This is an optimization exercise on Yosys and OpenROAD, whose aim is small area, not a production implementation. In this exercise RTL edits were held to simulation tests only and were not proved equivalent to the original. Power and IR drop assume default switching activity.

File: flow/config.mk
export PLATFORM = sky130hd
export DESIGN_NAME = rtcclock
export DESIGN_NICKNAME = rtcclock
export VERILOG_FILES = /design/flow/design.v
export SDC_FILE = /design/flow/constraint.sdc
export NUM_CORES = 4
export LEC_CHECK = 0
export CAP_MARGIN = 20
export CORE_MARGIN = 2
export CORE_UTILIZATION = 40
export SLEW_MARGIN = 20
File: flow/constraint.sdc
create_clock -name core_clock -period 10.0 [get_ports {i_clk}]
set_input_delay 2.0000 -clock core_clock [delete_from_list [all_inputs] [get_ports {i_clk}]]
set_output_delay 2.0000 -clock core_clock [all_outputs]
set_load 0.01 [all_outputs]
File: flow/design.v
`default_nettype none
module	hexmap(
		input	wire	[3:0]	i_hex,
		output	wire	[7:1]	o_map
	);
	wire	A = i_hex[0], B = i_hex[1], C = i_hex[2], D = i_hex[3];
	assign	o_map[7] = D | B | ~(C ^ A);			 
	assign	o_map[6] = ~C | ~(B ^ A);			 
	assign	o_map[5] = C | ~B | A;				 
	assign	o_map[4] = D | (~C & ~A) | (~C & B) | (B & ~A)
				| (C & ~B & A);			 
	assign	o_map[3] = ~A & (~C | B);			 
	assign	o_map[2] = D | (~B & ~A) | (C & ~B) | (C & ~A);	 
	assign	o_map[1] = D | (B ^ C) | (C & ~A);		 
endmodule
`default_nettype none
module	rtcinc #(
		parameter	W = 8
	) (
		input	wire	[W-1:0]	i_a,
		input	wire		i_ci,
		output	wire	[W-1:0]	o_sum
	);
	wire	[W:0]	c;
	assign	c[0] = i_ci;
	genvar	k;
	generate for(k=0; k<W; k=k+1)
	begin : RIPPLE
		assign	o_sum[k] = i_a[k] ^ c[k];
		assign	c[k+1]   = i_a[k] & c[k];
	end endgenerate
endmodule
`default_nettype	none
module	rtcclock #(
		parameter	DEFAULT_SPEED = 32'd2814750  
	) (
		input	wire		i_clk, i_reset,
		input	wire		i_wb_cyc, i_wb_stb, i_wb_we,
		input	wire	[2:0]	i_wb_addr,
		input	wire	[31:0]	i_wb_data,
		input	wire	[3:0]	i_wb_sel,
		output	reg	[31:0]	o_data,
		output	wire	[31:0]	o_sseg,
		output	wire	[15:0]	o_led,
		output	wire		o_interrupt,
		output	wire		o_ppd,
		input	wire		i_hack
	);
	wire		wb_write = i_wb_stb && i_wb_we;
	reg		ck_wr, tm_wr, al_wr;
	reg	[25:0]	wr_data;
	reg	[2:0]	wr_valid;
	reg		wr_zero;
	reg	[1:0]	clock_display;
	always @(posedge i_clk)
	if (i_reset)
	begin
		ck_wr <= 1'b0;
		tm_wr <= 1'b0;
		al_wr <= 1'b0;
	end else begin
		ck_wr <= wb_write && (i_wb_addr == 3'b000);
		tm_wr <= wb_write && (i_wb_addr == 3'b001);
		al_wr <= wb_write && (i_wb_addr == 3'b011);
	end
	always @(posedge i_clk)
	begin
		wr_data     <= i_wb_data[25:0];
		wr_valid[0] <= (i_wb_sel[0])&&(i_wb_data[3:0] <= 4'h9)
				&&(i_wb_data[7:4] <= 4'h5);
		wr_valid[1] <= (i_wb_sel[1])&&(i_wb_data[11:8] <= 4'h9)
				&&(i_wb_data[15:12] <= 4'h5);
		wr_valid[2] <= (i_wb_sel[2])&&(i_wb_data[19:16] <= 4'h9)
				&&(i_wb_data[21:16] <= 6'h23);
		wr_zero <= (i_wb_data[23:0] == 0);
	end
	always @(posedge i_clk)
	if (i_reset)
		clock_display <= 2'b00;
	else if (wb_write && (i_wb_addr == 3'b000) && i_wb_sel[3])
		clock_display <= i_wb_data[25:24];
	reg	[21:0]	wr_data2;
	reg	[2:0]	ck_pv, al_pv;
	always @(posedge i_clk)
		wr_data2 <= wr_data[21:0];
	always @(posedge i_clk)
	begin
		ck_pv <= (ck_wr) ? wr_valid : 3'b0;
		al_pv <= (al_wr) ? wr_valid : 3'b0;
	end
	reg	[31:0]	ckspeed;
	localparam	LOW = 18;
	reg	[LOW-1:0]	ck_lo;
	reg	[39-LOW:0]	ck_hi;
	reg		ck_mid, ck_hc;
	wire		ck_carry, ck_late;
	reg	[7:0]	ck_sub;
	wire		ck_pps;
	always @(posedge i_clk)
	if (i_reset)
		ckspeed <= DEFAULT_SPEED;
	else if (wb_write && (i_wb_addr == 3'b100))
		ckspeed <= i_wb_data;
	wire	[39:0]	ck_addend = { 8'h00, ckspeed };
	wire	[39:0]	ck_now = { ck_hi, ck_lo };
	wire	[40:0]	ck_cc;
	wire	[39:0]	ck_sum;
	genvar	gk;
	generate for(gk=0; gk<40; gk=gk+1)
	begin : CKADD
		wire	cin;
		if (gk == 0)
			assign	cin = 1'b0;
		else if (gk == LOW)
			assign	cin = ck_mid;
		else
			assign	cin = ck_cc[gk];
		assign	ck_sum[gk] = ck_now[gk] ^ ck_addend[gk] ^ cin;
		assign	ck_cc[gk+1] = (ck_now[gk] & ck_addend[gk])
				| (cin & (ck_now[gk] ^ ck_addend[gk]));
	end endgenerate
	always @(posedge i_clk)
	if (i_reset)
	begin
		ck_lo  <= 0;
		ck_hi  <= 0;
		ck_mid <= 1'b0;
		ck_hc  <= 1'b0;
	end else begin
		{ ck_mid, ck_lo } <= { ck_cc[LOW], ck_sum[LOW-1:0] };
		ck_hi <= ck_sum[39:LOW];
		ck_hc <= ck_cc[40] && !ck_late;
	end
	assign	ck_late  = ck_mid && (&ck_hi);
	assign	ck_carry = ck_hc || ck_late;
	wire	[7:0]	ck_sub_inc;
	assign ck_sub_inc = ck_sub + 8'h1;
	always @(posedge i_clk)
	if (i_reset)
		ck_sub <= 8'h0;
	else if (ck_carry)
		ck_sub <= ck_sub_inc;
	assign	ck_pps = ck_carry && (&ck_sub);
	reg	[6:0]	ck_sec, ck_min;
	reg	[5:0]	ck_hr;
	wire	[21:0]	clock_data;
	reg	[2:0]	suppressed, suppress_count;
	reg		pre_ppd, ck_ppm;
	reg	[6:0]	nx_sec, nx_min;
	reg	[5:0]	nx_hr;
	wire	[5:0]	ck_cy;
	assign	clock_data = { ck_hr, 1'b0, ck_min, 1'b0, ck_sec };
	assign	ck_cy[0] = ck_sec[3] && ck_sec[0];
	assign	ck_cy[1] = ck_cy[0] && ck_sec[6] && ck_sec[4];
	assign	ck_cy[2] = ck_cy[1] && ck_min[3] && ck_min[0];
	assign	ck_cy[3] = ck_cy[2] && ck_min[6] && ck_min[4];
	assign	ck_cy[4] = ck_cy[3] && ck_hr[3] && ck_hr[0];
	assign	ck_cy[5] = ck_cy[3] && ck_hr[5] && ck_hr[1] && ck_hr[0];
	always @(*)
	begin
		nx_sec[3:0] = (ck_cy[0]) ? 4'h0 : ck_sec[3:0] + 4'h1;
		nx_sec[6:4] = (ck_cy[1]) ? 3'h0
				: ck_sec[6:4] + { 2'b0, ck_cy[0] };
		nx_min[3:0] = (ck_cy[2]) ? 4'h0
				: ck_min[3:0] + { 3'b0, ck_cy[1] };
		nx_min[6:4] = (ck_cy[3]) ? 3'h0
				: ck_min[6:4] + { 2'b0, ck_cy[2] };
		nx_hr[3:0]  = (ck_cy[4] || ck_cy[5]) ? 4'h0
				: ck_hr[3:0] + { 3'b0, ck_cy[3] };
		nx_hr[5:4]  = (ck_cy[5]) ? 2'h0
				: ck_hr[5:4] + { 1'b0, ck_cy[4] };
	end
	always @(posedge i_clk)
	if (i_reset)
	begin
		suppressed <= 3'h7;
		suppress_count <= 3'h5;
	end else if (|ck_pv)
	begin
		suppressed[0] <= (suppressed[0])||(ck_pv[  0]!=1'b0);
		suppressed[1] <= (suppressed[1])||(ck_pv[1:0]!=2'b00);
		suppressed[2] <= (suppressed[2])||(ck_pv[2:0]!=3'b000);
		suppress_count <= 3'h5;
	end else if (suppress_count > 0)
		suppress_count <= suppress_count - 1;
	else
		suppressed <= 0;
	always @(posedge i_clk)
	if (i_reset)
	begin
		ck_sec <= 7'h0;
		ck_min <= 7'h0;
		ck_hr  <= 6'h0;
	end else begin
		if (ck_pps)
		begin
			if (!suppressed[0])
				ck_sec <= nx_sec;
			if (!suppressed[1])
				ck_min <= nx_min;
			if (!suppressed[2])
				ck_hr  <= nx_hr;
		end
		if (ck_pv[0])
			ck_sec <= wr_data2[6:0];
		if (ck_pv[1])
			ck_min <= wr_data2[14:8];
		if (ck_pv[2])
			ck_hr  <= wr_data2[21:16];
	end
	always @(posedge i_clk)
		pre_ppd <= ck_hr[5] && ck_hr[1] && ck_hr[0]
			&& ck_min[6] && ck_min[4] && ck_min[3] && ck_min[0]
			&& ck_sec[6] && ck_sec[4] && ck_sec[3] && ck_sec[0];
	always @(posedge i_clk)
		ck_ppm <= ck_min[6] && ck_min[4] && ck_min[3] && ck_min[0];
	reg	[6:0]	lst_sec, lst_min;
	reg	[5:0]	lst_hr;
	always @(posedge i_clk)
	begin
		lst_sec <= ck_sec;
		lst_min <= ck_min;
		lst_hr  <= ck_hr;
	end
	reg	[6:0]	tm_s, tm_m;
	reg	[7:0]	tm_h;
	reg	[6:0]	tn_s, tn_m;
	reg	[7:0]	tn_h;
	wire	[4:0]	tm_cy;
	wire	[23:0]	bcd_timer;
	wire		last_tick, tm_pps, tm_nonzero;
	reg	[7:0]	tm_sub;
	reg		tm_pre_pps, tm_int, tm_running, tm_alarm;
	assign	bcd_timer = { tm_h, 1'b0, tm_m, 1'b0, tm_s };
	assign	tm_cy[0] = (tm_s[3:0] == 4'h0);
	assign	tm_cy[1] = tm_cy[0] && (tm_s[6:4] == 3'h0);
	assign	tm_cy[2] = tm_cy[1] && (tm_m[3:0] == 4'h0);
	assign	tm_cy[3] = tm_cy[2] && (tm_m[6:4] == 3'h0);
	assign	tm_cy[4] = tm_cy[3] && (tm_h[3:0] == 4'h0);
	always @(*)
	begin
		tn_s[3:0] = (tm_cy[0]) ? 4'h9 : tm_s[3:0] - 4'h1;
		tn_s[6:4] = (tm_cy[1]) ? 3'h5 : tm_s[6:4] - { 2'b0, tm_cy[0] };
		tn_m[3:0] = (tm_cy[2]) ? 4'h9 : tm_m[3:0] - { 3'b0, tm_cy[1] };
		tn_m[6:4] = (tm_cy[3]) ? 3'h5 : tm_m[6:4] - { 2'b0, tm_cy[2] };
		tn_h[3:0] = (tm_cy[4]) ? 4'h9 : tm_h[3:0] - { 3'b0, tm_cy[3] };
		tn_h[7:4] = tm_h[7:4] - { 3'b0, tm_cy[4] };
	end
	assign	last_tick  = (tm_h == 0) && (tm_m == 0) && (tm_s[6:1] == 0);
	assign	tm_nonzero = last_tick ? tm_s[0] : 1'b1;
	wire	[7:0]	tm_sub_inc;
	assign tm_sub_inc = tm_sub + 8'h1;
	always @(posedge i_clk)
	if ((i_reset)||((tm_wr)&&(!tm_running)&&(&wr_valid)&&(!wr_zero)))
		tm_sub <= 0;
	else if ((ck_carry)&&(tm_running))
		tm_sub <= tm_sub_inc;
	always @(posedge i_clk)
	if ((tm_wr)&&(!tm_running))
		tm_pre_pps <= 0;
	else if ((ck_carry)&&(tm_running))
		tm_pre_pps <= (&tm_sub[7:1])&&(!tm_sub[0]);
	else
		tm_pre_pps <= (&tm_sub);
	assign	tm_pps = (tm_pre_pps)&&(ck_carry);
	always @(posedge i_clk)
		tm_int <= (tm_running)&&(tm_pps)&&(!tm_alarm)&&(last_tick);
	always @(posedge i_clk)
	if (i_reset)
	begin
		tm_alarm   <= 0;
		tm_s       <= 0;
		tm_m       <= 0;
		tm_h       <= 0;
		tm_running <= 0;
	end else begin
		if ((tm_running)&&(tm_pps))
		begin
			tm_s <= tn_s;
			tm_m <= tn_m;
			tm_h <= tn_h;
			if (last_tick)
				tm_alarm <= 1'b1;
		end
		if ((tm_pps)&&(last_tick))
			tm_running <= 1'b0;
		else if (tm_wr)
		begin
			if (tm_running)
				tm_running <= wr_data[24];
			else if ((wr_zero)&&(tm_nonzero))
				tm_running <= wr_data[24];
			else
				tm_running <= (!wr_zero)&&(&wr_valid);
		end
		if ((tm_wr)&&(!tm_running))
		begin
			if ((&wr_valid)&&(!wr_zero))
			begin
				tm_s <= wr_data[6:0];
				tm_m <= wr_data[14:8];
				tm_h <= wr_data[23:16];
			end
			tm_alarm <= 1'b0;
		end
	end
	reg	[6:0]	al_sec, al_min;
	reg	[5:0]	al_hr;
	reg		al_enabled, al_tripped;
	always @(posedge i_clk)
	if (i_reset)
		al_enabled <= 1'b0;
	else if (al_wr)
		al_enabled <= wr_data[24];
	always @(posedge i_clk)
	if (i_reset)
		al_tripped <= 1'b0;
	else if ((al_enabled)&&(ck_sec == al_sec)&&(ck_min == al_min)
			&&(ck_hr == al_hr)
			&&({ ck_hr, ck_min, ck_sec } != { lst_hr, lst_min, lst_sec }))
		al_tripped <= 1'b1;
	else if ((al_wr)&&(wr_data[25]))
		al_tripped <= 1'b0;
	always @(posedge i_clk)
	if (i_reset)
	begin
		al_sec <= 7'h0;
		al_min <= 7'h0;
		al_hr  <= 6'h0;
	end else begin
		if (al_pv[0])
			al_sec <= wr_data2[6:0];
		if (al_pv[1])
			al_min <= wr_data2[14:8];
		if (al_pv[2])
			al_hr  <= wr_data2[21:16];
	end
	reg		r_hack_carry;
	reg	[27:0]	hack_time;	 
	reg	[LOW-1:0]	hack_lo;
	reg	[39-LOW:0]	hack_hi;
	reg		hack_mid;
	wire	[39-LOW:0]	hack_hi_inc;
	wire	[40-LOW:0]	hack_ic;
	wire	[39:0]	hack_counter = { hack_hi_inc, hack_lo };
	assign	hack_ic[0] = hack_mid;
	generate for(gk=0; gk<40-LOW; gk=gk+1)
	begin : HACKINC
		assign	hack_hi_inc[gk] = hack_hi[gk] ^ hack_ic[gk];
		assign	hack_ic[gk+1]   = hack_hi[gk] & hack_ic[gk];
	end endgenerate
	always @(posedge i_clk)
	if ((i_reset)||(i_hack))
	begin
		hack_time <= { ck_hr, ck_min, ck_sec, ck_sub };
		hack_lo  <= ck_lo;
		hack_hi  <= ck_hi;
		hack_mid <= ck_mid;
		r_hack_carry <= ck_carry;
	end else if (r_hack_carry)
	begin
		hack_time <= { ck_hr, ck_min, ck_sec, ck_sub };
		r_hack_carry <= 1'b0;
	end
	reg	[13:0]	h_sseg, h_sseg1, h_sseg2;
	reg	[3:1]	dmask;
	reg	[3:0]	dig_en;
	reg		sg0, sg8, sg16;
	wire		blank;
	always @(posedge i_clk)
	case(clock_display)
	2'h1: begin
		h_sseg <= { tm_m[6:4], tm_m[3:0], tm_s[6:4], tm_s[3:0] };
		if (tm_alarm) dmask <= 3'h7;
		else begin
			dmask[3] <= (tm_h != 0) || (tm_m[6:4] != 0);
			dmask[2] <= (tm_h != 0) || (tm_m != 0);
			dmask[1] <= (tm_h != 0) || (tm_m != 0)
					|| (tm_s[6:4] != 0);
		end end
	2'h2: begin
		h_sseg <= 14'h0;
		dmask  <= 3'b001;
		end
	2'h3: begin
		h_sseg <= { lst_min[6:4], lst_min[3:0], lst_sec[6:4],
				lst_sec[3:0] };
		dmask <= 3'h7;
		end
	default: begin
		h_sseg <= { 1'b0, lst_hr[5:4], lst_hr[3:0], lst_min[6:4],
				lst_min[3:0] };
		dmask[2:1] <= 2'b11;
		dmask[3] <= (lst_hr[5:4] != 2'b00);
		end
	endcase
	assign	blank = (tm_alarm || al_tripped) && ck_sub[7];
	always @(posedge i_clk)
	begin
		h_sseg1 <= h_sseg;
		h_sseg2 <= h_sseg1;
		dig_en  <= (blank) ? 4'h0 : { dmask, 1'b1 };
		sg0     <= !ck_sub[7];
		sg8     <= !blank && dmask[1] && (clock_display == 2'h2);
		sg16    <= !blank && dmask[2] && (((clock_display == 2'h0)
				&& !ck_sub[7]) || (clock_display == 2'h3));
	end
	wire	[7:1]	seg0, seg1, seg2, seg3;
	hexmap	ha(h_sseg2[ 3: 0], seg0);
	hexmap	hb({ 1'b0, h_sseg2[ 6: 4] }, seg1);
	hexmap	hc(h_sseg2[10: 7], seg2);
	hexmap	hd({ 1'b0, h_sseg2[13:11] }, seg3);
	assign	o_sseg = {
			(dig_en[3]) ? seg3 : 7'h0, 1'b0,
			(dig_en[2]) ? seg2 : 7'h0, sg16,
			(dig_en[1]) ? seg1 : 7'h0, sg8,
			(dig_en[0]) ? seg0 : 7'h0, sg0 };
	reg	[9:0]	ledhi;
	wire	[7:0]	ledlo;
	wire	[8:0]	ledlo_next;
	wire	[9:0]	ledhi_inc;
	assign ledhi_inc = ledhi + { 9'h0, ledlo_next[8] };
	assign	ledlo = ck_sub + { ck_sub[3:0], 4'h0 };
	assign	ledlo_next = { 1'b0, ledlo } + 9'h11;
	always @(posedge i_clk)
	if (i_reset)
		ledhi <= 10'h00;
	else if ((ck_pps)&&(ck_ppm))
		ledhi <= 10'h00;
	else if (ck_carry)
		ledhi <= ledhi_inc;
	assign	o_led = (tm_alarm||al_tripped) ? { (16){ck_sub[7]} } :
			{ ledhi[9:2],
			ledhi[2], ledhi[3], ledhi[4], ledhi[5],
			ledhi[6], ledhi[7], ledhi[8], ledhi[9] };
	assign	o_interrupt = tm_int || al_tripped;
	assign	o_ppd = (pre_ppd)&&(ck_pps);
	always @(posedge i_clk)
	case(i_wb_addr[2:0])
	3'b000: o_data <= { 6'h00, clock_display, 2'b00, clock_data };
	3'b001: o_data <= { 6'h00, tm_alarm, tm_running, bcd_timer };
	3'b010: o_data <= 32'h0;
	3'b011: o_data <= { 6'h00, al_tripped, al_enabled, 2'b00,
				al_hr, 1'b0, al_min, 1'b0, al_sec };
	3'b100: o_data <= ckspeed;
	3'b101: o_data <= { 2'b00, hack_time[27:22], 1'b0,
				hack_time[21:15], 1'b0, hack_time[14:0] };
	3'b110: o_data <= hack_counter[39:8];
	3'b111: o_data <= { hack_counter[7:0], 24'h00 };
	endcase
	/*verilator lint_off UNUSED*/
	wire	unused;
	assign	unused = &{ 1'b0, i_wb_cyc, wr_data[15], wr_data[7] };
	/*verilator lint_on UNUSED*/
endmodule
File: flow/flow/run.sh
#!/bin/bash
# Own layout flow: the standard flow (standard.sh), with three changes.
#  1. After the standard synthesis, the combinational logic between the
#     registers is mapped again with an area-oriented ABC script (remap.sh).
#     Registers, adder cells and tie cells are kept as the standard
#     synthesis made them, with their names.
#  2. Ports are buffered with sky130_fd_sc_hd__buf_1 instead of the default.
#  3. The clock tree uses larger sink clusters and no dummy loads.
# Each tool's full output goes to a log file in this folder (synth.log,
# remap.log, layout.log); ORFS's own step logs stay under orfs/logs.
set -euo pipefail
HERE=$(pwd)
RES=$HERE/orfs/results/$FLOW_PLATFORM/rtcclock/base
VARS=(
  "BUFFER_PORTS_ARGS=-buffer_cell sky130_fd_sc_hd__buf_1"
  "CTS_ARGS=-sink_clustering_enable -repair_clock_nets -sink_clustering_size 26 -sink_clustering_max_diameter 120 -buf_list sky130_fd_sc_hd__clkbuf_16 -dont_use_dummy_load"
)

bash standard.sh "${VARS[@]}" synth > synth.log 2>&1

cp "$RES/1_2_yosys.v" "$HERE/standard_synth.v"
bash flow/remap.sh "$HERE/standard_synth.v" "$HERE/remapped.v" > remap.log 2>&1
cp "$HERE/remapped.v" "$RES/1_2_yosys.v"
rm -f "$RES/1_synth.odb" "$RES/1_synth.sdc"

bash standard.sh "${VARS[@]}" finish > layout.log 2>&1
File: flow/flow/remap.sh
#!/bin/bash
# remap.sh IN.v OUT.v: maps the combinational logic of a synthesized netlist
# again with an area-oriented ABC script.  Flip-flops, adder cells and tie
# cells stay as they are, with their instance names.
set -euo pipefail
IN=$1; OUT=$2
LIB=$FLOW_HOME/platforms/$FLOW_PLATFORM/lib/sky130_fd_sc_hd__tt_025C_1v80.lib
# The platform's don't-use cells (DONT_USE_CELLS) that are in the library
DONTUSE=$(grep -oE 'cell *\( *"?sky130_fd_sc_hd__(lpflow_[a-z0-9_]+|probec?_p_8)' "$LIB" \
  | sed -E 's/.*(sky130_fd_sc_hd__[a-z0-9_]+)/-dont_use \1/' | tr '\n' ' ')
cat > remap.ys <<EOY
read_liberty -ignore_miss_func $LIB
read_verilog $IN
hierarchy -top $FLOW_TOP
setattr -mod -set keep_hierarchy 1 sky130_fd_sc_hd__df* sky130_fd_sc_hd__edf* sky130_fd_sc_hd__fa_* sky130_fd_sc_hd__ha_* sky130_fd_sc_hd__conb_*
flatten
opt_clean
abc -liberty $LIB $DONTUSE -script +strash;dc2;dc2;dch,-f;amap,-m,-F,3,-A,8,-C,2000;topo
opt_clean
splitnets
opt_clean -purge
hilomap -singleton -hicell sky130_fd_sc_hd__conb_1 HI -locell sky130_fd_sc_hd__conb_1 LO
insbuf -buf sky130_fd_sc_hd__buf_1 A X
select $FLOW_TOP
write_verilog -noattr -nohex -nodec -selected $OUT
EOY
yosys -s remap.ys
# The result must be made of library cells only
yosys -p "read_liberty -lib $LIB; read_verilog $OUT; hierarchy -check -top $FLOW_TOP; check -assert -mapped; stat -liberty $LIB"
File: flow/standard.sh
#!/bin/bash
# synth_recipe.tcl (not shown) runs the flow's synth.tcl, then flattens the netlist and writes it again
# the make line also repeats each setting of config.mk as NAME=value (left out here)
make -C /OpenROAD-flow-scripts/flow DESIGN_CONFIG=/design/flow/config.mk WORK_HOME=/design/flow/orfs CLKGATE_MAP_FILE= SYNTH_SCRIPT=/design/flow/synth_recipe.tcl "${@:-finish}"
==> summary.txt, run 1 <==
* Worst hold endpoint: h_sseg2[0]
* Post-CTS Setup Bufs at 0
* RR Startpoint: ck_hi[0]
* Maximum VDD drop at 0.0000937 V
* Final Max Tran Viols at 0
* Leak at 0.00644 µW
* CP endpoint kind: flip-flop
* Reg clk slew, reported paths at 0.10 ns
* Hold depth at 0
* FF-to-FF path depth at 25
* Syn_area_per_cell at 10.3 µm²
* Port-buffer cells at 124
* Status: timing/DRC/antenna clean
* # placed instances at 2195
* Core Util, Final at 0.446
* Vias in the first global route at 11495
* Drc violations at 0
* Vert. Die Dim at 203 µm
* Setup Crit Path Kind: flip-flop to flip-flop
* Ports at 127
* GR Util All Layers at 0.236
* Drt total wl at 49300 µm
* Crit Reg-Reg Endpoint: ck_hi[21]
* CTS tree: done
* Max-Cap Viols at 0
* Final net count at 1851
* Tmin final at 7.66 ns
* Hold Path Class: flip-flop to flip-flop
* Total core area at 39500 µm²
* First-pass GRT wire length at 73000 µm
* Power per cell area at 166 nW/µm²
* Remaining global-route overflow at 0
* Initial antenna violation count at 0
* Ant diodes at 0
* TritonCTS Sinks at 409
* CTS buffer count at 19
* Fmax at 0.131 GHz
* Critical Path AT at 8.05 ns
* Final WS setup at 2.34 ns
* CP max stage cell: fa_1
* PostCTS Resize Cnt at 0
* Fin. Hold Viols at 0
* Worst EP required at 10.40 ns
* Post-CTS Hold Buffers at 0
* Synthesized area at 15900 µm²
* H-tree Lvls at 1
* Rows at 73
* Final ANT Viol Nets at 0
* Most used cell, CP: fa_1
* Setup violations, final at 0
* Layout cells sized above 1 at 0.0231
* Fin Hold WS at 0.332 ns
* Initial Utilization at 0.403
* Syn nets at 1702
* Max FO, Critical Path at 3
* Synth-to-layout area growth at 10.7%
* Clk root buf: clkbuf_16
* Crit path launch type: flip-flop
* Initial drt markers at 1508
* Slew @ Worst Pin at 1.08 ns
* Layout Cells excl Fill at 2214
* Total Die Area at 41400 µm²
* Cells after Synth at 1542
* Final Cycle Share at 0.766
* Via Count at 12576
* Synth warn at 1
* Die width at 203 µm
* Setup TNS at 0 ns
* Clock Latency Late Sink at 0.54 ns
* Via density at 5.68
* RSZ-0062 raised after global routing: no
* Largest net degree at the start of global routing at 48
* Post-route clock skew at 0.0248 ns
* First drt pass iteration count at 6
* Post-DP HPWL at 37200 µm
* Drt wl/cell at 22.2 µm
* Hold_sp: h_sseg1[0]
* Reg2reg setup slack at 2.34 ns
* Dpl ws at 2.38 ns
* Worst slew margin at 0.279
* GPL Wtd Cong at 0.917
* Max Buffers Root-to-Sink at 3
* CP max stage delay at 0.48 ns
[power breakdown]
group          switching [µW]  internal [µW]  leakage [µW]  total [µW]
Clock                     503            343      0.000234         846
Sequential               65.7           1770       0.00353        1840
Combinational             149           92.9       0.00267         242
[critical path: cells and delay by family, from the launching register on]
kind / cells / cell delay [ns]
adders and majority gates: 22 / 6.93
DFF: 1 / 0.35
buffers and inverters: 2 / 0.12
and+or+nand+nor: 1 / 0.13
[cell type report]
| class | count | area, µm² |
|---|---|---|
| Fill cell | 3858 | 21900 |
| Clock buffer | 19 | 475 |
| Multi-Input combinational cell | 938 | 6300 |
| Tap cell | 525 | 657 |
| Timing Repair Buffer | 140 | 609 |
| Sequential cell | 409 | 8880 |
| Inverter | 183 | 687 |
[how the worst max path moves through the flow]
stage	start	end
after floorplan	ck_hi[0]	ck_hi[21]
after global placement	ck_hi[0]	ck_hi[21]
after detailed placement	ck_hi[0]	ck_hi[21]
after CTS	ck_hi[0]	ck_hi[21]
after global routing	ck_hi[0]	ck_hi[21]
final	ck_hi[0]	ck_hi[21]
[cell usage in the layout (no fill, tap or decap), drive strengths merged, types with 12 or more instances in the layout]
| cell | n |
|---|---|
| edfxtp | 69 |
| fa | 32 |
| a21oi | 85 |
| o22ai | 72 |
| nor2 | 177 |
| ha | 83 |
| o221ai | 13 |
| nand2 | 72 |
| nand3 | 19 |
| a222oi | 17 |
| a221oi | 12 |
| clkinv | 183 |
| dfxtp | 340 |
| nor3 | 36 |
| a22oi | 58 |
| clkbuf | 20 |
| nor2b | 43 |
| buf | 139 |
| o21ai | 93 |
| nand4 | 12 |
| nor4 | 15 |
| a31oi | 15 |
[routing by layer]
metal / track usage / wire length, µm / part of all wire
met1: 0.339 / 21600 / 0.44
met2: 0.366 / 21700 / 0.44
met3: 0.0339 / 4230 / 0.086
met4: 0.0803 / 1720 / 0.035
met5: 0 / 0 / 0
[sequential cells by signal, indices dropped and copies added, names as in the netlist, 8 cells and up]
register,flops
wr_data2,20
tm_sub,8
ledhi,10
hack_hi,22
wr_data,24
tm_h,8
h_sseg,14
h_sseg1,14
ck_hi,22
h_sseg2,14
ckspeed,32
ck_sub,8
hack_lo,18
hack_time,28
ck_lo,18
o_data,32
[stage by stage]
stage	total power (µW)	instance area, µm²
floorplan	1980	15900
global placement	2110	17100
detailed placement	2120	17100
CTS	2940	17600
global route	3030	17600
finish	2930	17600
==> run 2, diff against run 1 <==
--- a/flow/flow/run.sh
+++ b/flow/flow/run.sh
@@ -14,5 +14,5 @@
 VARS=(
   "BUFFER_PORTS_ARGS=-buffer_cell sky130_fd_sc_hd__buf_1"
-  "CTS_ARGS=-sink_clustering_enable -repair_clock_nets -sink_clustering_size 26 -sink_clustering_max_diameter 120 -buf_list sky130_fd_sc_hd__clkbuf_16 -dont_use_dummy_load"
+  "CTS_ARGS=-sink_clustering_enable -repair_clock_nets -sink_clustering_size 20 -sink_clustering_max_diameter 80 -buf_list sky130_fd_sc_hd__clkbuf_16 -dont_use_dummy_load"
 )
 
--- a/flow/flow/remap.sh
+++ b/flow/flow/remap.sh
@@ -16,10 +16,10 @@
 flatten
 opt_clean
-abc -liberty $LIB $DONTUSE -script +strash;dc2;dc2;dch,-f;amap,-m,-F,3,-A,8,-C,2000;topo
+abc -liberty $LIB $DONTUSE -script +strash;dc2;dc2;dch,-f;amap;topo
 opt_clean
 splitnets
 opt_clean -purge
 hilomap -singleton -hicell sky130_fd_sc_hd__conb_1 HI -locell sky130_fd_sc_hd__conb_1 LO
-insbuf -buf sky130_fd_sc_hd__buf_1 A X
+insbuf -buf sky130_fd_sc_hd__buf_4 A X
 select $FLOW_TOP
 write_verilog -noattr -nohex -nodec -selected $OUT
==> run 2 against run 1 <==
Net effect: non-clock buffer count decreased by 3; highest routed layer unchanged; sequential share of layout area decreased by 0.43 points; clock power increased by 15%; still clean on timing, DRC and antenna; critical path depth unchanged.
==> summary.txt, run 2 <==
* Status: timing/DRC/antenna clean
* Synth-to-layout area growth at 11.0%
* Synth warn at 1
* Syn nets at 1719
* Leak at 0.00650 µW
* Setup Crit Path Kind: flip-flop to flip-flop
* Clock Latency Late Sink at 0.56 ns
* First drt pass iteration count at 6
* Setup crit start: ck_hi[0]
* Layout cells sized above 1 at 0.0234
* Ports at 127
* Worst EP required at 10.43 ns
* Final net count at 1871
* Initial Utilization at 0.403
* Most common cell after layout, fill and taps aside: dfxtp_1
* Most frequent cells in the layout: dfxtp_1, nor2_1, clkinv_1
* Post-route clock skew at 0.0230 ns
* Via density at 5.74
* RR Startpoint: ck_hi[0]
* Total Die Area at 41600 µm²
* Core Util, Final at 0.448
* Max FO, Critical Path at 3
* Synthesized area at 16000 µm²
* Hold_sp: h_sseg1[11]
* Drt total wl at 49300 µm
* Maximum VDD drop at 0.000121 V
* Power per cell area at 172 nW/µm²
* Initial drt markers at 1443
* PostCTS Resize Cnt at 0
* Port-buffer cells at 124
* Reg2reg setup slack at 2.41 ns
* Initial antenna violation count at 1
* Via Count at 12830
* Die width at 204 µm
* Final Cycle Share at 0.759
* CTS tree: done
* Drt wl/cell at 22.1 µm
* Rows at 73
* Drc violations at 0
* Total core area at 39600 µm²
* Post-CTS Setup Bufs at 0
* Post-CTS Hold Buffers at 0
* Critical Path AT at 8.02 ns
* First-pass GRT wire length at 73500 µm
* H-tree Lvls at 1
* Remaining global-route overflow at 0
* Fin Hold WS at 0.309 ns
* CTS buffer count at 25
* Clk root buf: clkbuf_16
* Post-DP HPWL at 37000 µm
* CP endpoint kind: flip-flop
* Max Buffers Root-to-Sink at 3
* Vert. Die Dim at 204 µm
* Reg clk slew, reported paths at 0.08 ns
* Vias in the first global route at 12044
* GR Util All Layers at 0.234
* Fin. Hold Viols at 0
* Tmin final at 7.59 ns
* Crit path launch type: flip-flop
* Slew @ Worst Pin at 1.15 ns
* Cells after Synth at 1559
* Final Max Tran Viols at 0
* Setup violations, final at 0
* RSZ-0062 raised after global routing: no
* Syn_area_per_cell at 10.3 µm²
* Hold Path Class: flip-flop to flip-flop
* Setup TNS at 0 ns
* Biggest regs: ckspeed x32, o_data x32, hack_time x28
* TritonCTS Sinks at 409
* Worst slew margin at 0.235
* Fmax at 0.132 GHz
* Final ANT Viol Nets at 0
* Max-Cap Viols at 0
* Largest net degree at the start of global routing at 58
* GPL Wtd Cong at 0.947
-- run 2: area by class of cell --
type / count / area, µm²
fill: 3798 / 21900
sequential: 409 / 8880
multi-input combinational: 959 / 6350
inverter: 179 / 672
tap: 525 / 657
clock buffer: 25 / 626
timing repair buffer: 137 / 564
antenna: 2 / 5.00
-- run 2: final timing paths --
check,endpoint,cells after the start
setup / recovery,ck_hi[21],25
hold / removal,h_sseg2[11],0
hold reg to reg,h_sseg2[11],0
setup reg to reg,ck_hi[21],25
-- run 2: stage by stage --
| stage | area, µm² | setup WS (ns) | total power, µW | cells |
|---|---|---|---|---|
| after detailed placement | 17100 | 2.47 | 2110 | 2209 |
| after floorplan | 16000 | 2.78 | 1990 | 1559 |
| after CTS | 17800 | 2.39 | 3060 | 2234 |
| final | 17800 | 2.41 | 3050 | 2236 |
| after global placement | 17100 | 2.52 | 2100 | 2209 |
| after global routing | 17800 | 2.16 | 3160 | 2234 |
-- run 2: where the power goes --
group | leakage, µW | switching (µW) | internal (µW)
combinational | 0.00265 | 147 | 91.0
clock | 0.000308 | 532 | 443
sequential | 0.00353 | 63.2 | 1770
-- run 2: routing by layer --
| layer | up-vias | wire length, µm | GRT usage |
|---|---|---|---|
| li1 | 5916 | - | - |
| met2 | 661 | 22200 | 0.372 |
| met5 | - | 0 | 0 |
| met1 | 6149 | 20700 | 0.315 |
| met4 | 0 | 1950 | 0.0934 |
| met3 | 104 | 4480 | 0.0453 |
-- run 2: critical path: stages, from the launching register on --
cell	delay [ns]
dfxtp_1	0.35
fa_1	0.46
fa_1	0.41
fa_1	0.39
fa_1	0.39
fa_1	0.41
fa_1	0.40
fa_1	0.38
fa_1	0.39
fa_1	0.38
fa_1	0.40
fa_1	0.41
fa_1	0.39
fa_1	0.37
clkinv_1	0.07
fa_1	0.16
clkinv_1	0.06
ha_1	0.17
ha_1	0.18
ha_1	0.18
ha_1	0.18
ha_1	0.18
ha_1	0.17
ha_1	0.18
ha_1	0.27
nor2b_1	0.12
==> run 3, diff against run 2 <==
==> flow/flow/run.sh (replaced) <==
#!/bin/bash
# Own layout flow: the standard flow (standard.sh), with three changes.
#  1. After the standard synthesis, the combinational logic between the
#     registers is optimised and mapped again with area-oriented ABC
#     scripts (remap.sh).
#     Registers, adder cells and tie cells are kept as the standard
#     synthesis made them, with their names.
#  2. Ports are buffered with sky130_fd_sc_hd__buf_1 instead of the default.
#  3. The clock tree uses larger sink clusters and no dummy loads.
# Each tool's full output goes to a log file in this folder (synth.log,
# remap.log, layout.log); ORFS's own step logs stay under orfs/logs.
set -euo pipefail
HERE=$(pwd)
RES=$HERE/orfs/results/$FLOW_PLATFORM/rtcclock/base
VARS=(
  "BUFFER_PORTS_ARGS=-buffer_cell sky130_fd_sc_hd__buf_1"
  "CTS_ARGS=-sink_clustering_enable -repair_clock_nets -sink_clustering_size 26 -sink_clustering_max_diameter 120 -buf_list sky130_fd_sc_hd__clkbuf_16 -dont_use_dummy_load"
)

bash standard.sh "${VARS[@]}" synth > synth.log 2>&1

cp "$RES/1_2_yosys.v" "$HERE/standard_synth.v"
# The deep AIG optimisation is bounded in time; should it fail, the plain
# area mapping is used, and should that fail too, the standard netlist.
if timeout 1200 bash flow/remap.sh "$HERE/standard_synth.v" "$HERE/remapped.v" deep > remap.log 2>&1; then
  cp "$HERE/remapped.v" "$RES/1_2_yosys.v"
elif timeout 600 bash flow/remap.sh "$HERE/standard_synth.v" "$HERE/remapped.v" plain > remap_plain.log 2>&1; then
  cp "$HERE/remapped.v" "$RES/1_2_yosys.v"
fi
rm -f "$RES/1_synth.odb" "$RES/1_synth.sdc"

bash standard.sh "${VARS[@]}" finish > layout.log 2>&1
--- a/flow/flow/remap.sh
+++ b/flow/flow/remap.sh
@@ -1,8 +1,15 @@
 #!/bin/bash
-# remap.sh IN.v OUT.v: maps the combinational logic of a synthesized netlist
-# again with an area-oriented ABC script.  Flip-flops, adder cells and tie
-# cells stay as they are, with their instance names.
+# remap.sh IN.v OUT.v [deep|plain]: maps the combinational logic of a
+# synthesized netlist again with an area-oriented ABC script; "deep" first
+# shrinks the logic with ABC's &deepsyn for up to a minute.  Flip-flops,
+# adder cells and tie cells stay as they are, with their instance names.
 set -euo pipefail
-IN=$1; OUT=$2
+IN=$1; OUT=$2; MODE=${3:-plain}
+MAP="dch,-f;amap,-m,-F,3,-A,8,-C,2000;topo"
+if [[ $MODE == deep ]]; then
+  SCRIPT="+strash;&get,-n;&deepsyn,-T,60;&put;$MAP"
+else
+  SCRIPT="+strash;dc2;dc2;$MAP"
+fi
 LIB=$FLOW_HOME/platforms/$FLOW_PLATFORM/lib/sky130_fd_sc_hd__tt_025C_1v80.lib
 # The platform's don't-use cells (DONT_USE_CELLS) that are in the library
@@ -16,10 +23,10 @@
 flatten
 opt_clean
-abc -liberty $LIB $DONTUSE -script +strash;dc2;dc2;dch,-f;amap;topo
+abc -liberty $LIB $DONTUSE -script $SCRIPT
 opt_clean
 splitnets
 opt_clean -purge
 hilomap -singleton -hicell sky130_fd_sc_hd__conb_1 HI -locell sky130_fd_sc_hd__conb_1 LO
-insbuf -buf sky130_fd_sc_hd__buf_4 A X
+insbuf -buf sky130_fd_sc_hd__buf_1 A X
 select $FLOW_TOP
 write_verilog -noattr -nohex -nodec -selected $OUT
==> run 3 against run 2 <==
Net effect: still clean; die area decreased by 1.9%; final cell count down 4.7%; clock power is 13% lower; critical path depth is the same; total power shrank 4.3%; clock-buffer cell count shrank 6; area after synthesis down 2.0%; first-iteration DRC count decreased by 1.4%; sequential share of layout area is 1.2 points higher; clock skew increased by 0.018 ns; largest cell class unchanged.
==> summary.txt, run 3 <==
* Total Die Area at 40800 µm²
* Initial Utilization at 0.406
* Clock Latency Late Sink at 0.55 ns
* Dpl ws at 2.46 ns
* Crit Reg-Reg Endpoint: ck_hi[21]
* Vert. Die Dim at 202 µm
* Ant diodes at 0
* Drt wl/cell at 22.7 µm
* TritonCTS Sinks at 409
* Layout Cells excl Fill at 2130
* Ports at 127
* Final Cycle Share at 0.759
* Post-DP HPWL at 36500 µm
* Slew @ Worst Pin at 1.04 ns
* First-pass GRT wire length at 72600 µm
* Reg clk slew, reported paths at 0.11 ns
* Via Count at 12086
* Cells after Synth at 1465
* Setup crit start: ck_hi[0]
* Max FO, Critical Path at 3
* Vias in the first global route at 11645
* Max Buffers Root-to-Sink at 3
* CP endpoint kind: flip-flop
* Leak at 0.00638 µW
* Total core area at 38600 µm²
* Final net count at 1774
* Tmin final at 7.59 ns
* Remaining global-route overflow at 0
* GR Util All Layers at 0.236
* Final ANT Viol Nets at 0
* CTS tree: done
* Post-route clock skew at 0.0406 ns
* PostCTS Resize Cnt at 0
* Most common cell after layout, fill and taps aside: dfxtp_1
* Synthesized area at 15700 µm²
* Status: timing/DRC/antenna clean
* Most frequent cells in the layout: dfxtp_1, clkinv_1, nor2_1
* Initial drt markers at 1423
* Clk root buf: clkbuf_16
* Max-Cap Viols at 0
* Critical Path AT at 8.00 ns
* Die width at 202 µm
* Setup crit end: ck_hi[21]
* Largest net degree at the start of global routing at 46
* # placed instances at 2111
* Initial antenna violation count at 0
* Synth-to-layout area growth at 10.7%
* Final WS setup at 2.41 ns
* Reg2reg setup slack at 2.41 ns
* Final Max Tran Viols at 0
* H-tree Lvls at 1
* Rows at 72
* Fin Hold WS at 0.331 ns
* Setup TNS at 0 ns
* RR Startpoint: ck_hi[0]
* Worst slew margin at 0.304
* Worst EP required at 10.40 ns
* FF-to-FF path depth at 25
* First drt pass iteration count at 9
* Post-CTS Hold Buffers at 0
* Crit path launch type: flip-flop
* Drc violations at 0
* Syn nets at 1625
* Setup violations, final at 0
* Port-buffer cells at 124
* Setup Crit Path Kind: flip-flop to flip-flop
* Synth warn at 1
* Fin. Hold Viols at 0
* Drt total wl at 48300 µm
* Layout cells sized above 1 at 0.0248
* RSZ-0062 raised after global routing: no
* Fmax at 0.132 GHz
* Hold Path Class: flip-flop to flip-flop
* Syn_area_per_cell at 10.7 µm²
* CTS buffer count at 19
* Biggest regs: ckspeed x32, o_data x32, hack_time x28
* Power per cell area at 168 nW/µm²
* GPL Wtd Cong at 0.968
* Post-CTS Setup Bufs at 0
* Maximum VDD drop at 0.000160 V
* Via density at 5.67
==> run 3: layout make-up <==
class | instances | area [µm²]
Clock buffer | 19 | 475
Fill cell | 3649 | 21300
Inverter | 203 | 762
Multi-Input combinational cell | 841 | 6000
Sequential cell | 409 | 8880
Tap cell | 518 | 648
Timing Repair Buffer | 140 | 587
==> run 3: worst min path at each step <==
| stage | start | end | slack (ns) | cells past startpoint |
|---|---|---|---|---|
| 2_1_floorplan | h_sseg[0] | h_sseg1[0] | 0.31 | 0 |
| 3_3_place_gp | h_sseg1[10] | h_sseg2[10] | 0.31 | 0 |
| 3_5_place_dp | h_sseg1[10] | h_sseg2[10] | 0.31 | 0 |
| 4_1_cts | h_sseg1[6] | h_sseg2[6] | 0.33 | 0 |
| 5_1_grt | h_sseg[4] | h_sseg1[4] | 0.34 | 0 |
| 6_report | h_sseg1[3] | h_sseg2[3] | 0.33 | 0 |
==> run 3: report_power, final <==
| group | leakage (µW) | internal, µW | total [µW] | switching [µW] |
|---|---|---|---|---|
| Clock | 0.000234 | 343 | 851 | 508 |
| Sequential | 0.00353 | 1780 | 1840 | 66.4 |
| Combinational | 0.00262 | 88.2 | 225 | 136 |
==> run 3: critical path: stages (launching register included) <==
cell	delay, ns
dfxtp_1	0.36
fa_1	0.45
fa_1	0.40
fa_1	0.40
fa_1	0.39
fa_1	0.39
fa_1	0.39
fa_1	0.39
fa_1	0.40
fa_1	0.39
fa_1	0.39
fa_1	0.40
fa_1	0.39
fa_1	0.37
clkinv_1	0.06
fa_1	0.15
clkinv_1	0.06
ha_1	0.18
ha_1	0.18
ha_1	0.19
ha_1	0.18
ha_1	0.18
ha_1	0.18
ha_1	0.18
ha_1	0.26
nor2b_1	0.12
==> run 3: stage by stage <==
stage / instance area, µm² / util / power (µW)
2_1_floorplan: 15700 / - / 1980
4_1_cts: 17400 / 0.449 / 2930
6_report: 17400 / 0.449 / 2920
5_1_grt: 17400 / 0.449 / 3030
3_3_place_gp: 16900 / 0.437 / 2100
3_5_place_dp: 16900 / 0.437 / 2100
==> run 3: metal layers <==
layer | GRT usage | routed length (µm) | vias to the layer above
li1 | - | - | 5584
met1 | 0.329 | 20800 | 5807
met2 | 0.380 | 21700 | 610
met3 | 0.0345 | 4260 | 85
met4 | 0.0712 | 1500 | 0
met5 | 0 | 0 | -
==> run 4, diff against run 3 <==
--- a/flow/flow/remap.sh
+++ b/flow/flow/remap.sh
@@ -23,5 +23,5 @@
 flatten
 opt_clean
-abc -liberty $LIB $DONTUSE -script $SCRIPT
+abc -liberty $LIB $DONTUSE -script $SCRIPT $FLOW_TOP
 opt_clean
 splitnets
==> run 4 against run 3 <==
Net effect: still clean; setup slack unchanged; non-clock buffer count unchanged; area after synthesis unchanged; total power unchanged; critical endpoint unchanged; largest power group unchanged.
==> summary.txt, run 4 <==
* First drt pass iteration count at 9
* Clock Power Share at 0.291
* Max FO, Critical Path at 3
* Ant diodes at 0
* Net switching power at 710 µW
* Layout cells sized above 1 at 0.0248
* Power per cell area at 168 nW/µm²
* Largest net degree at the start of global routing at 46
* Remaining global-route overflow at 0
* Tmin final at 7.59 ns
* Max-Cap Viols at 0
* GR Util All Layers at 0.236
* Via density at 5.67
* Crit Reg-Reg Endpoint: ck_hi[21]
* Reg power frac at 0.632
* Combinational group share of total power at 0.077
* Reg2reg setup slack at 2.41 ns
* Worst path depth at 25
* Initial antenna violation count at 0
* Fmax at 0.132 GHz
* Crit path launch type: flip-flop
* Worst EP required at 10.40 ns
* RSZ-0062 raised after global routing: no
* Final Max Tran Viols at 0
* CP max stage cell: fa_1
* TritonCTS Sinks at 409
* Via Count at 12086
* Syn nets at 1625
* Hold Path Class: flip-flop to flip-flop
* Final Cycle Share at 0.759
* Setup crit start: ck_hi[0]
* Post-CTS Setup Bufs at 0
* Final ANT Viol Nets at 0
* Vias in the first global route at 11645
* Reg clk slew, reported paths at 0.11 ns
* Status: timing/DRC/antenna clean
* Core Util, Final at 0.449
* Buf/Inv on CP at 2
* Setup violations, final at 0
* First-pass GRT wire length at 72600 µm
* Post-CTS Hold Buffers at 0
* Total Die Area at 40800 µm²
* Vert. Die Dim at 202 µm
* Post-route clock skew at 0.0406 ns
* Switching part of the total power at 0.243
* Most frequent cells in the layout: dfxtp_1, clkinv_1, nor2_1
* Slew @ Worst Pin at 1.04 ns
* Syn_area_per_cell at 10.7 µm²
* Synth-to-layout area growth at 10.7%
* Setup crit end: ck_hi[21]
* Critical Path AT at 8.00 ns
* Power Total at 2920 µW
* Maximum VDD drop at 0.000160 V
* Clk root buf: clkbuf_16
* Post-DP HPWL at 36500 µm
* CP endpoint kind: flip-flop
* Synthesized area at 15700 µm²
* Most used cell, CP: fa_1
* Max Buffers Root-to-Sink at 3
* Cells after Synth at 1465
* H-tree Lvls at 1
* CTS buffer count at 19
* Drt total wl at 48300 µm
* Biggest regs: ckspeed x32, o_data x32, hack_time x28
* FF-to-FF path depth at 25
* Fin. Hold Viols at 0
* Clock Latency Late Sink at 0.55 ns
* Port-buffer cells at 124
* Internal power at 2210 µW
* Ports at 127
* CTS tree: done
* Rows at 72
* Synth warn at 1
* Leak at 0.00638 µW
* Drt wl/cell at 22.7 µm
* Worst slew margin at 0.304
* Setup TNS at 0 ns
* Final net count at 1774
* Setup Crit Path Kind: flip-flop to flip-flop
* PostCTS Resize Cnt at 0
* Total core area at 38600 µm²
* Initial Utilization at 0.406
* RR Startpoint: ck_hi[0]
* CP max stage delay at 0.45 ns
* Drc violations at 0
* Die width at 202 µm
* GPL Wtd Cong at 0.968
* Delay-heaviest family, CP: adder cells
* Initial drt markers at 1423
* Most common cell after layout, fill and taps aside: dfxtp_1
run 4: worst min path at each step:
stage / start / to / slack, ns / cells after the start
after floorplan: h_sseg[0] / h_sseg1[0] / 0.31 / 0
after global placement: h_sseg1[10] / h_sseg2[10] / 0.31 / 0
after detailed placement: h_sseg1[10] / h_sseg2[10] / 0.31 / 0
after CTS: h_sseg1[6] / h_sseg2[6] / 0.33 / 0
after global routing: h_sseg[4] / h_sseg1[4] / 0.34 / 0
final: h_sseg1[3] / h_sseg2[3] / 0.33 / 0
run 4: power groups by stage:
stage	logic, µW	clock network, µW	registers [µW]
4_1_cts	223	865	1840
6_report	225	851	1840
2_1_floorplan	125	0	1860
5_1_grt	253	921	1860
3_5_place_dp	218	0	1880
3_3_place_gp	215	0	1880
run 4: final cells by class:
cell class	instances	area, µm²
Fill cell	3649	21300
Sequential cell	409	8880
Multi-Input combinational cell	841	6000
Inverter	203	762
Tap cell	518	648
Timing Repair Buffer	140	587
Clock buffer	19	475
run 4: metal layers:
layer | GRT usage | part of all wire | wire length (µm) | vias up
met5 | 0 | 0 | 0 | -
met4 | 0.0712 | 0.031 | 1500 | 0
met3 | 0.0345 | 0.088 | 4260 | 85
met2 | 0.380 | 0.45 | 21700 | 610
met1 | 0.329 | 0.43 | 20800 | 5807
li1 | - | - | - | 5584
run 4: metrics by stage:
| stage | hold slack [ns] | std cells | worst slack (ns) | area, µm² |
|---|---|---|---|---|
| global route | 0.340 | 2130 | 2.14 | 17400 |
| floorplan | 0.310 | 1465 | 2.78 | 15700 |
| CTS | 0.332 | 2130 | 2.38 | 17400 |
| detailed placement | 0.312 | 2111 | 2.46 | 16900 |
| global placement | 0.312 | 2111 | 2.49 | 16900 |
| finish | 0.331 | 2130 | 2.41 | 17400 |
==> run 5, diff against run 4 <==
--- a/flow/flow/run.sh
+++ b/flow/flow/run.sh
@@ -4,5 +4,5 @@
 #     registers is optimised and mapped again with area-oriented ABC
 #     scripts (remap.sh).
-#     Registers, adder cells and tie cells are kept as the standard
+#     Registers, full-adder cells and tie cells are kept as the standard
 #     synthesis made them, with their names.
 #  2. Ports are buffered with sky130_fd_sc_hd__buf_1 instead of the default.
--- a/flow/flow/remap.sh
+++ b/flow/flow/remap.sh
@@ -3,8 +3,9 @@
 # synthesized netlist again with an area-oriented ABC script; "deep" first
 # shrinks the logic with ABC's &deepsyn for up to a minute.  Flip-flops,
-# adder cells and tie cells stay as they are, with their instance names.
+# full-adder cells and tie cells stay as they are, with their instance
+# names; half adders are mapped again with the rest of the logic.
 set -euo pipefail
 IN=$1; OUT=$2; MODE=${3:-plain}
-MAP="dch,-f;amap,-m,-F,3,-A,8,-C,2000;topo"
+MAP="&get,-n;&dch,-f;&nf,-R,1000,-p,-F,4;&put;topo"
 if [[ $MODE == deep ]]; then
   SCRIPT="+strash;&get,-n;&deepsyn,-T,60;&put;$MAP"
@@ -20,5 +21,5 @@
 read_verilog $IN
 hierarchy -top $FLOW_TOP
-setattr -mod -set keep_hierarchy 1 sky130_fd_sc_hd__df* sky130_fd_sc_hd__edf* sky130_fd_sc_hd__fa_* sky130_fd_sc_hd__ha_* sky130_fd_sc_hd__conb_*
+setattr -mod -set keep_hierarchy 1 sky130_fd_sc_hd__df* sky130_fd_sc_hd__edf* sky130_fd_sc_hd__fa_* sky130_fd_sc_hd__conb_*
 flatten
 opt_clean
==> run 5 against run 4 <==
Net effect: hold slack lost 0.045 ns; synthesized cell count shrank 6.1%; setup slack gained 0.26 ns; die area shrank 4.8%; register-to-register slack gained 0.26 ns; area after synthesis shrank 4.9%; final area shrank 4.9%; clock skew grew 0.012 ns; fmax grew 3.5%; total power shrank 0.97%; via count shrank 6.4%; routed wire length shrank 7.9%.
==> summary.txt, run 5 <==
* Total Die Area at 38800 µm²
* TritonCTS Sinks at 409
* Clock Latency Late Sink at 0.55 ns
* Top Usage Layer GRT: met2
* Reg2reg setup slack at 2.67 ns
* Ports at 127
* Drt wl/cell at 22.4 µm
* CTS buffer count at 19
* Final Cycle Share at 0.733
* Max FO, Critical Path at 4
* Buf/Inv on CP at 1
* Setup Crit Path Kind: flip-flop to flip-flop
* Via Count at 11310
* GR Layer Usage met1 at 0.301
* Biggest regs: ckspeed x32, o_data x32, hack_time x28
* Status: timing/DRC/antenna clean
* Core Util, Final at 0.450
* Synth warn at 1
* Initial antenna violation count at 1
* Post-DP HPWL at 33200 µm
* Worst path cell trace: and2_0 -> fa_1 -> fa_1 -> fa_1 -> fa_1 -> fa_1 -> fa_1 -> fa_1 -> fa_1 -> fa_1 -> fa_1 -> fa_1 -> fa_1 -> fa_1 -> fa_1 -> fa_1 -> clkinv_1 -> fa_1 -> fa_1 -> nor2_1
* Synthesized area at 14900 µm²
* Worst hold endpoint: h_sseg1[10]
* Initial drt markers at 1185
* Register Area at 8880 µm²
* Maximum VDD drop at 0.000110 V
* Hold Path Class: flip-flop to flip-flop
* FF-to-FF path depth at 20
* RSZ-0062 raised after global routing: no
* Setup TNS at 0 ns
* Drt total wl at 44500 µm
* Syn_area_per_cell at 10.8 µm²
* Initial Utilization at 0.406
* Post-CTS Hold Buffers at 0
* Final Max Tran Viols at 0
* Multi-input logic area at 5780 µm²
* Tmin final at 7.33 ns
* Vias in the first global route at 11055
* CP max stage cell: fa_1
* CP max stage delay at 0.44 ns
* Layout cells sized above 1 at 0.0250
* Vert. Die Dim at 197 µm
* Remaining global-route overflow at 0
* Syn nets at 1452
* Reg clk slew, reported paths at 0.11 ns
* Max Buffers Root-to-Sink at 3
* Post-route clock skew at 0.0525 ns
* Post-CTS Setup Bufs at 0
* Worst slew margin at 0.294
* Cells after Synth at 1375
* Setup violations, final at 0
* Critical Path AT at 7.79 ns
* Final ANT Viol Nets at 0
* Die width at 197 µm
* Drc violations at 0
* Fmax at 0.136 GHz
* Ant diodes at 0
* Fin. Hold Viols at 0
* Clk root buf: clkbuf_16
* First-pass GRT wire length at 66900 µm
* Hold depth at 0
* Layout fillers at 3531
* Dpl ws at 2.74 ns
* Synth-to-layout area growth at 10.7%
* CP endpoint kind: flip-flop
* Cell area after placement at 16000 µm²
* First drt pass iteration count at 8
* Total core area at 36700 µm²
* PostCTS Resize Cnt at 0
* Max-Cap Viols at 0
* Crit path launch type: flip-flop
* Hold_sp: h_sseg[10]
* Delay-heaviest family, CP: adder cells
* Most used cell, CP: fa_1
* Via density at 5.69
* GR Util All Layers at 0.229
* Slew @ Worst Pin at 1.06 ns
* CTS tree: done
* Power per cell area at 175 nW/µm²
* Leak at 0.00617 µW
* Most frequent cells in the layout: dfxtp_1, nand2_1, buf_1
* Final net count at 1600
* Met2 usage at 0.377
* Most common cell after layout, fill and taps aside: dfxtp_1
* GRT met3 Usage at 0.0318
* Rows at 70
* Crit Reg-Reg Endpoint: ck_lo[17]
* Port-buffer cells at 124
* Worst EP required at 10.45 ns
* Largest net degree at the start of global routing at 56
* H-tree Lvls at 1
* Final instance area at 16500 µm²
* RR Startpoint: ckspeed[0]
* Final WS setup at 2.67 ns
* GPL Wtd Cong at 0.904
==> run 5: how the worst max path moves through the flow <==
| stage | slack [ns] | end | startpoint | cells past startpoint |
|---|---|---|---|---|
| after floorplan | 3.10 | ck_lo[17] | ck_lo[0] | 20 |
| after global placement | 2.81 | ck_lo[17] | ckspeed[0] | 20 |
| after detailed placement | 2.74 | ck_lo[17] | ck_lo[0] | 20 |
| after CTS | 2.67 | ck_lo[17] | ckspeed[0] | 20 |
| after global routing | 2.43 | ck_lo[17] | ckspeed[0] | 20 |
| final | 2.67 | ck_lo[17] | ckspeed[0] | 20 |
==> run 5: per-layer routing <==
| layer | vias up | share of wire |
|---|---|---|
| met1 | 5452 | 0.43 |
| li1 | 5289 | - |
| met3 | 114 | 0.064 |
| met2 | 455 | 0.46 |
| met5 | - | 0 |
| met4 | 0 | 0.048 |
==> run 5: report_power, final <==
part           switching, µW  internal (µW)  leakage [µW]  total, µW
Clock                    502            343      0.000234        845
Combinational            124           82.5       0.00241        206
Sequential              66.6           1770       0.00353       1840
==> run 5: through the flow <==
step | std cells | total power (µW) | hold slack, ns
CTS | 1989 | 2910 | 0.295
global placement | 1970 | 2080 | 0.310
finish | 1989 | 2890 | 0.287
global route | 1989 | 2990 | 0.304
detailed placement | 1970 | 2080 | 0.312
floorplan | 1375 | 1970 | 0.310
==> run 5: final cells by class <==
type,count,area share
Multi-Input combinational cell,899,0.350
Clock buffer,19,0.0288
Timing Repair Buffer,139,0.0351
Tap cell,468,0.0355
Inverter,55,0.0125
Sequential cell,409,0.538
==> run 6, diff against run 5 <==
--- a/flow/design.v
+++ b/flow/design.v
@@ -209,10 +209,4 @@
 			ck_hr  <= wr_data2[21:16];
 	end
-	always @(posedge i_clk)
-		pre_ppd <= ck_hr[5] && ck_hr[1] && ck_hr[0]
-			&& ck_min[6] && ck_min[4] && ck_min[3] && ck_min[0]
-			&& ck_sec[6] && ck_sec[4] && ck_sec[3] && ck_sec[0];
-	always @(posedge i_clk)
-		ck_ppm <= ck_min[6] && ck_min[4] && ck_min[3] && ck_min[0];
 	reg	[6:0]	lst_sec, lst_min;
 	reg	[5:0]	lst_hr;
@@ -223,4 +217,10 @@
 		lst_hr  <= ck_hr;
 	end
+	always @(*)
+		pre_ppd = lst_hr[5] && lst_hr[1] && lst_hr[0]
+			&& lst_min[6] && lst_min[4] && lst_min[3] && lst_min[0]
+			&& lst_sec[6] && lst_sec[4] && lst_sec[3] && lst_sec[0];
+	always @(*)
+		ck_ppm = lst_min[6] && lst_min[4] && lst_min[3] && lst_min[0];
 	reg	[6:0]	tm_s, tm_m;
 	reg	[7:0]	tm_h;
--- a/flow/config.mk
+++ b/flow/config.mk
@@ -6,6 +6,6 @@
 export NUM_CORES = 4
 export LEC_CHECK = 0
-export CAP_MARGIN = 20
+export CAP_MARGIN = 0
 export CORE_MARGIN = 2
 export CORE_UTILIZATION = 40
-export SLEW_MARGIN = 20
+export SLEW_MARGIN = 0
==> run 6 against run 5 <==
Net effect: setup slack got worse by 0.0030 ns; area after synthesis decreased by 0.60%; critical path depth unchanged; routed wire length increased by 0.75%; die area decreased by 0.59%; synthesized cell count decreased by 0.22%; utilization decreased by 0.051 points; non-clock buffer count decreased by 1; global-route usage increased by 0.16 points; first-iteration DRC count increased by 2.3%; clock skew increased by 0.0097 ns; combinational power decreased by 4%.
==> summary.txt, run 6 <==
* RR Startpoint: ckspeed[0]
* Layout fillers at 3414
* Post-CTS Setup Bufs at 0
* Delay-heaviest family, CP: adder cells
* Largest net degree at the start of global routing at 57
* Ports at 127
* CP max stage cell: fa_1
* Ant diodes at 0
* TritonCTS Sinks at 407
* Final Cycle Share at 0.734
* CP endpoint kind: flip-flop
* Slew @ Worst Pin at 1.29 ns
* Syn_area_per_cell at 10.8 µm²
* Synth-to-layout area growth at 10.8%
* Most used cell, CP: fa_1
* CP max stage delay at 0.43 ns
* CTS tree: done
* Via density at 5.73
* Drt wl/cell at 22.6 µm
* Max FO, Critical Path at 4
* Rows at 70
* GR Util All Layers at 0.231
* Post-DP HPWL at 33600 µm
* RSZ-0062 raised after global routing: no
* Drt total wl at 44800 µm
* Setup violations, final at 0
* Total Die Area at 38600 µm²
* Synth warn at 1
* Total core area at 36500 µm²
* Tmin final at 7.34 ns
* Reg clk slew, reported paths at 0.10 ns
* Initial Utilization at 0.406
* Max-Cap Viols at 0
* Clock Power Share at 0.293
* Worst EP required at 10.46 ns
* Final Max Tran Viols at 0
* Crit Reg-Reg Endpoint: ck_lo[17]
* Port-buffer cells at 124
* Maximum VDD drop at 0.000134 V
* Crit path launch type: flip-flop
* Via Count at 11371
* Layout cells sized above 1 at 0.0244
* Switching part of the total power at 0.239
* GPL Wtd Cong at 0.911
* Setup crit start: ckspeed[0]
* Biggest regs: ckspeed x32, o_data x32, hack_time x28
* Final ANT Viol Nets at 0
* Final WS setup at 2.66 ns
* Final instance area at 16400 µm²
* First-pass GRT wire length at 66700 µm
* Reg power frac at 0.639
* Hold Path Class: flip-flop to flip-flop
* Post-route clock skew at 0.0622 ns
* Dpl ws at 2.69 ns
* Leak at 0.00604 µW
* Met2 wire len at 20500 µm
* Net switching power at 685 µW
* Worst path depth at 20
* Power per cell area at 175 nW/µm²
* Drc violations at 0
* Fmax at 0.136 GHz
* Worst path cell trace: and2_0 -> fa_1 -> fa_1 -> fa_1 -> fa_1 -> fa_1 -> fa_1 -> fa_1 -> fa_1 -> fa_1 -> fa_1 -> fa_1 -> fa_1 -> fa_1 -> fa_1 -> fa_1 -> clkinv_1 -> fa_1 -> fa_1 -> nor2_1
* Synthesized area at 14800 µm²
* Die width at 196 µm
* Clk root buf: clkbuf_16
* Vert. Die Dim at 196 µm
* Final net count at 1596
* Core Util, Final at 0.449
* Setup Crit Path Kind: flip-flop to flip-flop
* Post-CTS Hold Buffers at 0
* Syn nets at 1449
* Setup TNS at 0 ns
* Highest metal used: met4
* Setup crit end: ck_lo[17]
* Vias in the first global route at 10748
* First drt pass iteration count at 5
* Cell area after placement at 15900 µm²
* Combinational group share of total power at 0.069
* Critical Path AT at 7.79 ns
* Status: timing/DRC/antenna clean
* H-tree Lvls at 1
* Initial antenna violation count at 1
* Cells after Synth at 1372
* Buf/Inv on CP at 1
* Reg2reg setup slack at 2.66 ns
* Initial drt markers at 1212
* PostCTS Resize Cnt at 0
* Most frequent cells in the layout: dfxtp_1, nand2_1, buf_1
* Most common cell after layout, fill and taps aside: dfxtp_1
* Met1 wire length at 19100 µm
* Remaining global-route overflow at 0
* Fin. Hold Viols at 0
* FF-to-FF path depth at 20
* Met3 Wirelength at 3740 µm
* Internal power at 2190 µW
* Worst slew margin at 0.138
* CTS buffer count at 19
* Clock Latency Late Sink at 0.55 ns
* Max Buffers Root-to-Sink at 3
==> run 6: changes by cell type in the layout (fill, tap and decap cells not counted), moves of 7 or more <==
| cell | previous run | this run |
|---|---|---|
| nand2_1 | 140 | 151 |
| clkinv_1 | 55 | 45 |
| a21o_1 | 14 | 6 |
| a22oi_1 | 37 | 45 |
| nor4_1 | 16 | 23 |
==> run 6: layer usage <==
metal,GRT usage,vias to the layer above
met3,0.0400,88
met4,0.0802,0
met5,0,-
met1,0.312,5484
li1,-,5285
met2,0.375,514
==> run 6: worst reg2reg max path, cell delays in order (launching register included) <==
cell and delay [ns]:
dfxtp_1 0.35, and2_0 0.17, fa_1 0.38, fa_1 0.39
fa_1 0.39, fa_1 0.38, fa_1 0.41, fa_1 0.39
fa_1 0.39, fa_1 0.43, fa_1 0.43, fa_1 0.40
fa_1 0.39, fa_1 0.42, fa_1 0.40, fa_1 0.39
fa_1 0.38, clkinv_1 0.07, fa_1 0.18, fa_1 0.41
nor2_1 0.09
==> run 6: power by group through the flow <==
stage | clock (µW) | sequential [µW] | combinational (µW)
after global placement | 0 | 1870 | 191
final | 840 | 1830 | 197
after global routing | 917 | 1840 | 223
after detailed placement | 0 | 1870 | 193
after floorplan | 0 | 1850 | 111
after CTS | 857 | 1840 | 196
==> run 6: how the worst min path moves through the flow <==
stage | startpoint | to | slack, ns | depth (start not counted)
5_1_grt | h_sseg[1] | h_sseg1[1] | 0.34 | 0
2_1_floorplan | h_sseg[0] | h_sseg1[0] | 0.31 | 0
3_3_place_gp | h_sseg1[10] | h_sseg2[10] | 0.31 | 0
4_1_cts | h_sseg[1] | h_sseg1[1] | 0.33 | 0
6_report | h_sseg[1] | h_sseg1[1] | 0.33 | 0
3_5_place_dp | h_sseg1[7] | h_sseg2[7] | 0.31 | 0
==> run 6: stage by stage <==
stage | hold WS [ns] | instances | power [µW]
2_1_floorplan | 0.310 | 1372 | 1960
3_3_place_gp | 0.311 | 1966 | 2060
3_5_place_dp | 0.312 | 1966 | 2070
4_1_cts | 0.332 | 1985 | 2890
5_1_grt | 0.338 | 1985 | 2980
6_report | 0.330 | 1985 | 2870
==> run 6: cell type report <==
type | count | area [µm²] | area share
tap | 468 | 586 | 0.0357
sequential | 407 | 8840 | 0.539
multi-input combinational | 908 | 5770 | 0.352
clock buffer | 19 | 475 | 0.0290
timing repair buffer | 138 | 572 | 0.0348
inverter | 45 | 169 | 0.0103

==> what the ideal ports hide <==
The results above use ideal ports. As a check the final layouts listed here were re-extracted and re-timed, cells and wires unchanged. Step 1, drivers: a clkbuf_16 drives i_clk and a buf_2 each remaining input, both assumed. Step 2 also shifts input and output timing later by t, the mid clock arrival at the registers, as if the neighbouring blocks saw the same clock. Slacks: no drivers / after step 1 / after step 2; pairs: no drivers / after step 1.
run | t, ns | slack for setup (ns) | worst register clock-pin slew, ns
run 1 | 0.581 | 2.342 / 2.342 / 2.342 | 0.11 / 0.11
run 2 | 0.605 | 2.406 / 2.406 / 2.406 | 0.09 / 0.09
run 3 | 0.585 | 2.407 / 2.407 / 2.407 | 0.11 / 0.11
run 4 | 0.585 | 2.407 / 2.407 / 2.407 | 0.11 / 0.11
run 5 | 0.578 | 2.667 / 2.667 / 2.667 | 0.11 / 0.11
run 6 | 0.580 | 2.664 / 2.664 / 2.664 | 0.11 / 0.11
After both steps setup and hold are still met in every run listed.
